From an optimization exercise on the open Yosys and OpenROAD flow, aimed at small area; shortcuts taken in it are not production practice. RTL that was checked went through simulation tests only; none was proved equivalent to the original. Power is estimated from default activity; no workload was simulated.

==> module FIFO, before the edit <==
module FIFO
#(parameter data_width =32,parameter addr_width=4)
(input clk,
input rd_en,
input wr_en,
input [data_width-1:0] data_in,
input reset,
output reg [data_width-1:0] data_out,
output reg empty,
output reg full,
output reg [addr_width-1:0] data_counter
);
localparam depth = 2**addr_width;
reg [data_width-1:0] memory [depth-1:0];
wire rd_ok = rd_en & ~empty;
wire wr_ok = wr_en & ~full & ~rd_ok;
integer i;
always @(posedge clk) begin
    if (wr_ok) begin
        memory[0] <= data_in;
        for (i = 1; i < depth; i = i + 1)
            memory[i] <= memory[i-1];
    end
end
wire [depth-1:0] sel;
genvar g0;
generate
  for (g0 = 0; g0 < depth-1; g0 = g0 + 1) begin : s
    assign sel[g0] = (data_counter == g0+1);
  end
endgenerate
assign sel[depth-1] = full;
localparam half = data_width/2;
wire [depth-1:0] gl, gh;
generate
  for (g0 = 0; g0 < depth; g0 = g0 + 1) begin : gs
    assign gl[g0] = sel[g0] & rd_en;
    assign gh[g0] = sel[g0] & rd_ok;
  end
endgenerate
wire [data_width-1:0] G [depth:0];
generate
  for (g0 = 0; g0 < depth; g0 = g0 + 1) begin : gw
    assign G[g0] = {{(data_width-half){gh[g0]}}, {half{gl[g0]}}};
  end
endgenerate
assign G[depth] = {data_width{~rd_ok}};
wire [data_width-1:0] t0, t1, t2, t3, t4, t5, u;
assign t0 = ~((memory[0]  & G[0])  | (memory[1]  & G[1])  | (memory[2]  & G[2]));
assign t1 = ~((memory[3]  & G[3])  | (memory[4]  & G[4])  | (memory[5]  & G[5]));
assign t2 = ~((memory[6]  & G[6])  | (memory[7]  & G[7])  | (memory[8]  & G[8]));
assign t3 = ~((memory[9]  & G[9])  | (memory[10] & G[10]) | (memory[11] & G[11]));
assign t4 = ~((memory[12] & G[12]) | (memory[13] & G[13]) | (memory[14] & G[14]));
assign t5 = ~((memory[15] & G[15]) | (data_out   & G[16]));
assign u = t0 & t1 & t2 & t3;
wire [data_width-1:0] rd_data = ~(u & t4 & t5);
always @(posedge clk)
    data_out <= rd_data;
wire [addr_width-1:0] dc = data_counter;
wire [addr_width-1:0] dc_inc = {dc[3] ^ (dc[2] & dc[1] & dc[0]), dc[2] ^ (dc[1] & dc[0]),
                               dc[1] ^ dc[0], ~dc[0]};
wire [addr_width-1:0] dc_dec = {dc[3] ^ ~(dc[2] | dc[1] | dc[0]), dc[2] ^ ~(dc[1] | dc[0]),
                               dc[1] ^ ~dc[0], ~dc[0]};
always @(posedge clk) begin
    if (reset) begin
        data_counter <= 0;
        full <= 1'b0;
        empty <= 1'b1;
    end else if (rd_ok) begin
        data_counter <= dc_dec;
        full <= 1'b0;
        empty <= (data_counter == 1);
    end else if (wr_ok) begin
        data_counter <= dc_inc;
        full <= (data_counter == depth-1);
        empty <= 1'b0;
    end
end
endmodule
export LEC_CHECK = 0
export CAP_MARGIN = 20
export CORE_MARGIN = 2
export CORE_UTILIZATION = 80
export SETUP_SLACK_MARGIN = 0.05
export SLEW_MARGIN = 20
create_clock -name core_clock -period 2.2 [get_ports {clk}]
standard.sh (not shown) runs the stock make flow with config.mk's settings and CLKGATE_MAP_FILE= SYNTH_SCRIPT=/design/flow/synth_recipe.tcl, a recipe that flattens the netlist after the stock synthesis.
==> flow/flow/run.sh <==
#!/bin/bash
# Own layout flow: the standard ORFS flow, with two changes.
#  1. Synthesis is the standard one (synth_recipe.tcl via standard.sh), but ABC
#     maps the combinational logic with an area-oriented script
#     (flow/abc_area.script) instead of ORFS's delay-oriented abc_speed.script.
#     Flip-flops are mapped by dfflibmap before ABC runs, so the registers,
#     their names and cell types are exactly the standard synthesis's.
#  2. Ports are buffered with buf_1 instead of ORFS's default pick, clock tree
#     without dummy loads, and non-critical gates are downsized after global
#     routing (RECOVER_POWER).
# Each step's full output goes to a log file of its own in the work folder.
set -euo pipefail
cd "$(dirname "$0")/.."
W=$PWD

rm -rf "$W/scripts_abc"
cp -r "$FLOW_HOME/scripts" "$W/scripts_abc"
cp "$W/flow/abc_area.script" "$W/scripts_abc/abc_speed.script"

bash standard.sh synth SCRIPTS_DIR="$W/scripts_abc" > "$W/synth.log" 2>&1

bash standard.sh finish \
  BUFFER_PORTS_ARGS="-buffer_cell sky130_fd_sc_hd__buf_1" \
  CTS_ARGS="-sink_clustering_enable -repair_clock_nets -buf_list {sky130_fd_sc_hd__clkbuf_4 sky130_fd_sc_hd__clkbuf_8} -sink_clustering_size 16 -sink_clustering_max_diameter 60 -dont_use_dummy_load" \
  RECOVER_POWER=100 \
  > "$W/layout.log" 2>&1
==> flow/flow/abc_area.script <==
&get -n
&st
&dch
&nf -R 1000
&put
The first run produced a clean layout.
Then changed:
--- a/flow/design.v
+++ b/flow/design.v
@@ -30,30 +30,22 @@
     assign sel[g0] = (data_counter == g0+1);
   end
 endgenerate
 assign sel[depth-1] = full;
-localparam half = data_width/2;
-wire [depth-1:0] gl, gh;
+wire [depth:0] g;
 generate
   for (g0 = 0; g0 < depth; g0 = g0 + 1) begin : gs
-    assign gl[g0] = sel[g0] & rd_en;
-    assign gh[g0] = sel[g0] & rd_ok;
+    assign g[g0] = sel[g0] & rd_en;
   end
 endgenerate
-wire [data_width-1:0] G [depth:0];
-generate
-  for (g0 = 0; g0 < depth; g0 = g0 + 1) begin : gw
-    assign G[g0] = {{(data_width-half){gh[g0]}}, {half{gl[g0]}}};
-  end
-endgenerate
-assign G[depth] = {data_width{~rd_ok}};
+assign g[depth] = ~rd_ok;
 wire [data_width-1:0] t0, t1, t2, t3, t4, t5, u;
-assign t0 = ~((memory[0]  & G[0])  | (memory[1]  & G[1])  | (memory[2]  & G[2]));
-assign t1 = ~((memory[3]  & G[3])  | (memory[4]  & G[4])  | (memory[5]  & G[5]));
-assign t2 = ~((memory[6]  & G[6])  | (memory[7]  & G[7])  | (memory[8]  & G[8]));
-assign t3 = ~((memory[9]  & G[9])  | (memory[10] & G[10]) | (memory[11] & G[11]));
-assign t4 = ~((memory[12] & G[12]) | (memory[13] & G[13]) | (memory[14] & G[14]));
-assign t5 = ~((memory[15] & G[15]) | (data_out   & G[16]));
+assign t0 = ~((memory[0]  & {data_width{g[0]}})  | (memory[1]  & {data_width{g[1]}})  | (memory[2]  & {data_width{g[2]}}));
+assign t1 = ~((memory[3]  & {data_width{g[3]}})  | (memory[4]  & {data_width{g[4]}})  | (memory[5]  & {data_width{g[5]}}));
+assign t2 = ~((memory[6]  & {data_width{g[6]}})  | (memory[7]  & {data_width{g[7]}})  | (memory[8]  & {data_width{g[8]}}));
+assign t3 = ~((memory[9]  & {data_width{g[9]}})  | (memory[10] & {data_width{g[10]}}) | (memory[11] & {data_width{g[11]}}));
+assign t4 = ~((memory[12] & {data_width{g[12]}}) | (memory[13] & {data_width{g[13]}}) | (memory[14] & {data_width{g[14]}}));
+assign t5 = ~((memory[15] & {data_width{g[15]}}) | (data_out  & {data_width{g[16]}}));
 assign u = t0 & t1 & t2 & t3;
 wire [data_width-1:0] rd_data = ~(u & t4 & t5);
 always @(posedge clk)
     data_out <= rd_data;
=> Total power rose by about 1.1%. Sequential share of layout area rose by 0.38 points. Clock-buffer cell count stays the same. Sequential power hardly moves. Non-clock buffer count fell by 1. Cell count fell by about 2%. Combinational power rose by about 9%. Worst setup slack hardly moves.
Function not checked in the first run of this note: the RTL went through the layout flow alone.


Setup of old:
The RTL this note starts from:
==> flow/design.v <==
`timescale 1ns / 1ps
module FIFO
#(parameter data_width =32,parameter addr_width=4)
(input clk,
input rd_en,
input wr_en,
input [data_width-1:0] data_in,
input reset,
output reg [data_width-1:0] data_out,
output reg empty,
output reg full,
output reg [addr_width-1:0] data_counter
);
localparam depth = 2**addr_width;
reg [data_width-1:0] memory [depth-1:0];
wire rd_ok = rd_en & ~empty;
wire wr_ok = wr_en & ~full & ~rd_ok;
wire [addr_width-1:0] rd_idx = data_counter - 1'b1;
integer i;
always @(posedge clk) begin
    if (wr_ok) begin
        memory[0] <= data_in;
        for (i = 1; i < depth; i = i + 1)
            memory[i] <= memory[i-1];
    end
end
wire [depth-1:0] sel;
genvar g0;
generate
  for (g0 = 0; g0 < depth-1; g0 = g0 + 1) begin : s
    assign sel[g0] = (data_counter == g0+1);
  end
endgenerate
assign sel[depth-1] = full;
wire [depth:0] g;
generate
  for (g0 = 0; g0 < depth; g0 = g0 + 1) begin : gs
    assign g[g0] = sel[g0] & rd_ok;
  end
endgenerate
assign g[depth] = ~rd_ok;
wire [data_width-1:0] t0, t1, t2, t3, t4, t5, u;
assign t0 = ~((memory[0]  & {data_width{g[0]}})  | (memory[1]  & {data_width{g[1]}})  | (memory[2]  & {data_width{g[2]}}));
assign t1 = ~((memory[3]  & {data_width{g[3]}})  | (memory[4]  & {data_width{g[4]}})  | (memory[5]  & {data_width{g[5]}}));
assign t2 = ~((memory[6]  & {data_width{g[6]}})  | (memory[7]  & {data_width{g[7]}})  | (memory[8]  & {data_width{g[8]}}));
assign t3 = ~((memory[9]  & {data_width{g[9]}})  | (memory[10] & {data_width{g[10]}}) | (memory[11] & {data_width{g[11]}}));
assign t4 = ~((memory[12] & {data_width{g[12]}}) | (memory[13] & {data_width{g[13]}}) | (memory[14] & {data_width{g[14]}}));
assign t5 = ~((memory[15] & {data_width{g[15]}}) | (data_out  & {data_width{g[16]}}));
assign u = t0 & t1 & t2 & t3;
wire [data_width-1:0] rd_data = ~(u & t4 & t5);
always @(posedge clk)
    data_out <= rd_data;
always @(posedge clk) begin
    if (reset) begin
        data_counter <= 0;
        full <= 1'b0;
        empty <= 1'b1;
    end else if (rd_ok) begin
        data_counter <= data_counter - 1'b1;
        full <= 1'b0;
        empty <= (data_counter == 1);
    end else if (wr_ok) begin
        data_counter <= data_counter + 1'b1;
        full <= (data_counter == depth-1);
        empty <= 1'b0;
    end
end
endmodule
export LEC_CHECK = 0
export CAP_MARGIN = 20
export CORE_MARGIN = 2
export CORE_UTILIZATION = 75
export SETUP_SLACK_MARGIN = 0.05
export SLEW_MARGIN = 20
create_clock -name core_clock -period 2.2 [get_ports {clk}]
Scripts as last shown in full above: flow/flow/run.sh, flow/flow/abc_area.script
--- input diff old..new ---
--- a/flow/design.v
+++ b/flow/design.v
@@ -14,9 +14,8 @@
 localparam depth = 2**addr_width;
 reg [data_width-1:0] memory [depth-1:0];
 wire rd_ok = rd_en & ~empty;
 wire wr_ok = wr_en & ~full & ~rd_ok;
-wire [addr_width-1:0] rd_idx = data_counter - 1'b1;
 integer i;
 always @(posedge clk) begin
     if (wr_ok) begin
         memory[0] <= data_in;
@@ -34,9 +33,9 @@
 assign sel[depth-1] = full;
 wire [depth:0] g;
 generate
   for (g0 = 0; g0 < depth; g0 = g0 + 1) begin : gs
-    assign g[g0] = sel[g0] & rd_ok;
+    assign g[g0] = sel[g0] & rd_en;
   end
 endgenerate
 assign g[depth] = ~rd_ok;
 wire [data_width-1:0] t0, t1, t2, t3, t4, t5, u;
[summary]
- On new: number of cells on the critical path is 1 lower than what old gave.
- Changes observed in new relative to old: combinational power climbed about 30%, final critical delay including setup and external delays shows an increase of 12 ps.
- old → new: power spent charging and discharging nets +about 8%; overall power up 0.51 mW; part of the power in combinational logic +1.7 points.
No functional check of the RTL was part of any run of this note.


Setup of run B:
Another version of the RTL of FIFO (not shown whole).
For scale: roughly 550 flip-flops, roughly 74 I/O pins, about 0.019 mm^2 of cells after synthesis.
==> module FIFO, before the edit <==
module FIFO
#(parameter data_width =32,parameter addr_width=4)
(input clk,
input rd_en,
input wr_en,
input [data_width-1:0] data_in,
input reset,
output reg [data_width-1:0] data_out,
output reg empty,
output reg full,
output reg [addr_width-1:0] data_counter
);
localparam depth = 2**addr_width;
reg [data_width-1:0] memory [depth-1:0];
wire rd_ok = rd_en & ~empty;
wire wr_ok = wr_en & ~full & ~rd_ok;
wire [addr_width-1:0] rd_idx = data_counter - 1'b1;
integer i;
always @(posedge clk) begin
    if (wr_ok) begin
        memory[0] <= data_in;
        for (i = 1; i < depth; i = i + 1)
            memory[i] <= memory[i-1];
    end
end
wire [depth-1:0] sel;
genvar g;
generate
  for (g = 0; g < depth-1; g = g + 1) begin : s
    assign sel[g] = (data_counter == g+1);
  end
endgenerate
assign sel[depth-1] = full;
reg [data_width-1:0] rd_data;
always @* begin
    rd_data = 0;
    for (i = 0; i < depth; i = i + 1)
        rd_data = rd_data | (memory[i] & {data_width{sel[i] & rd_ok}});
    rd_data = rd_data | (data_out & {data_width{~rd_ok}});
end
always @(posedge clk)
    data_out <= rd_data;
always @(posedge clk) begin
    if (reset) begin
        data_counter <= 0;
        full <= 1'b0;
        empty <= 1'b1;
    end else if (rd_ok) begin
        data_counter <= data_counter - 1'b1;
        full <= 1'b0;
        empty <= (data_counter == 1);
    end else if (wr_ok) begin
        data_counter <= data_counter + 1'b1;
        full <= (data_counter == depth-1);
        empty <= 1'b0;
    end
end
endmodule
export LEC_CHECK = 0
export CAP_MARGIN = 20
export CORE_MARGIN = 2
export CORE_UTILIZATION = 75
export SETUP_SLACK_MARGIN = 0.05
export SLEW_MARGIN = 20
create_clock -name core_clock -period 2.2 [get_ports {clk}]
Scripts as last shown in full above: flow/flow/run.sh, flow/flow/abc_area.script
Looking at the reports, run B completed the entire flow and the layout it produced met the timing, DRC and antenna checks.
Input-level comparison between run D and run B:
==> flow/design.v <==
`timescale 1ns / 1ps
module FIFO
#(parameter data_width =32,parameter addr_width=4)
(input clk,
input rd_en,
input wr_en,
input [data_width-1:0] data_in,
input reset,
output reg [data_width-1:0] data_out,
output reg empty,
output reg full,
output reg [addr_width-1:0] data_counter
);
localparam depth = 2**addr_width;
reg [data_width-1:0] memory [depth-1:0];
wire rd_ok = rd_en & ~empty;
wire wr_ok = wr_en & ~full & ~rd_ok;
integer i;
always @(posedge clk) begin
    if (wr_ok) begin
        memory[0] <= data_in;
        for (i = 1; i < depth; i = i + 1)
            memory[i] <= memory[i-1];
    end
end
wire [depth-1:0] sel;
genvar g0;
generate
  for (g0 = 0; g0 < depth-1; g0 = g0 + 1) begin : s
    assign sel[g0] = (data_counter == g0+1);
  end
endgenerate
assign sel[depth-1] = full;
wire [depth:0] g;
generate
  for (g0 = 0; g0 < depth; g0 = g0 + 1) begin : gs
    assign g[g0] = sel[g0] & rd_en;
  end
endgenerate
assign g[depth] = ~rd_ok;
wire [data_width-1:0] t0, t1, t2, t3, t4, t5, u;
assign t0 = ~((memory[0]  & {data_width{g[0]}})  | (memory[1]  & {data_width{g[1]}})  | (memory[2]  & {data_width{g[2]}}));
assign t1 = ~((memory[3]  & {data_width{g[3]}})  | (memory[4]  & {data_width{g[4]}})  | (memory[5]  & {data_width{g[5]}}));
assign t2 = ~((memory[6]  & {data_width{g[6]}})  | (memory[7]  & {data_width{g[7]}})  | (memory[8]  & {data_width{g[8]}}));
assign t3 = ~((memory[9]  & {data_width{g[9]}})  | (memory[10] & {data_width{g[10]}}) | (memory[11] & {data_width{g[11]}}));
assign t4 = ~((memory[12] & {data_width{g[12]}}) | (memory[13] & {data_width{g[13]}}) | (memory[14] & {data_width{g[14]}}));
assign t5 = ~((memory[15] & {data_width{g[15]}}) | (data_out  & {data_width{g[16]}}));
assign u = t0 & t1 & t2 & t3;
wire [data_width-1:0] rd_data = ~(u & t4 & t5);
always @(posedge clk)
    data_out <= rd_data;
wire [addr_width-1:0] dc = data_counter;
wire [addr_width-1:0] dc_inc = {dc[3] ^ (dc[2] & dc[1] & dc[0]), dc[2] ^ (dc[1] & dc[0]),
                               dc[1] ^ dc[0], ~dc[0]};
wire [addr_width-1:0] dc_dec = {dc[3] ^ ~(dc[2] | dc[1] | dc[0]), dc[2] ^ ~(dc[1] | dc[0]),
                               dc[1] ^ ~dc[0], ~dc[0]};
always @(posedge clk) begin
    if (reset) begin
        data_counter <= 0;
        full <= 1'b0;
        empty <= 1'b1;
    end else if (rd_ok) begin
        data_counter <= dc_dec;
        full <= 1'b0;
        empty <= (data_counter == 1);
    end else if (wr_ok) begin
        data_counter <= dc_inc;
        full <= (data_counter == depth-1);
        empty <= 1'b0;
    end
end
endmodule
[summary]
Via count of the first global-routing pass (higher): run B. Relative to run B, average wire per standard cell has decreased by 0.54% in run D. Compare run D and run B | final cycle utilization of the critical path higher: run B. The fraction of power consumed by the clock network number comes out higher for run B vs run D. Run D vs run B — data arrival time of the critical path rose 0.03 ns. In the tables for run D and run B, met3 capacity usage during global routing reads lower with run D. Going from run B to run D, synthesized area per cell has increased; post-synthesis to final-layout area growth now sits at about the same level; total power +about 0.6%; power per standard cell area rose 2.6%; violation count after the first detailed-routing iteration rose by 258. Fraction of power consumed by combinational cells: run D higher than run B. Against run B, run D comes in 0.33 points lower on area share of fa/ha/maj cells after synthesis. Of run D and run B, the higher share of the synthesized area in compound gates (AO/OA/AOI/OAI) belongs to run B.

-- port drivers added, routing unchanged --
How much do the figures lean on ideal ports? The routed layouts below were timed once more, with nothing changed but the port constraints.
Step 1 sets driving cells, clkbuf_16 on the clock port and buf_2 on the other inputs (assumed; they add their load-dependent delay and slew).
Step 2, shift: input delay + t, output delay - t, t = (earliest + latest rising clock arrival at the registers) / 2. This alone moves slack from input paths to output paths.
Three values: ideal, step 1, step 2; two values: the first two.
run	t (ns)	setup WS [ns]	hold slack, ns	worst register clock-pin slew, ns
the first run of note 1	0.591	0.099 / 0.099 / -0.125	0.030 / 0.012 / 0.431	0.10 / 0.10
the second run of note 1	0.609	0.099 / 0.099 / -0.170	0.038 / 0.017 / 0.449	0.11 / 0.11
old	0.585	0.069 / 0.069 / -0.193	0.032 / 0.014 / 0.429	0.10 / 0.10
new	0.617	0.058 / 0.058 / -0.327	0.012 / -0.011 / 0.424	0.10 / 0.10
run B	0.599	0.112 / 0.112 / -0.035	0.030 / 0.009 / 0.415	0.10 / 0.10
run D	0.613	0.130 / 0.130 / -0.266	0.025 / -0.003 / 0.421	0.10 / 0.10
With both steps, setup timing fails in every run listed, where it was met with ideal ports. For run D, which loses most, drivers alone change the setup slack by 0.000 ns; drivers and shift together by -0.396 ns.
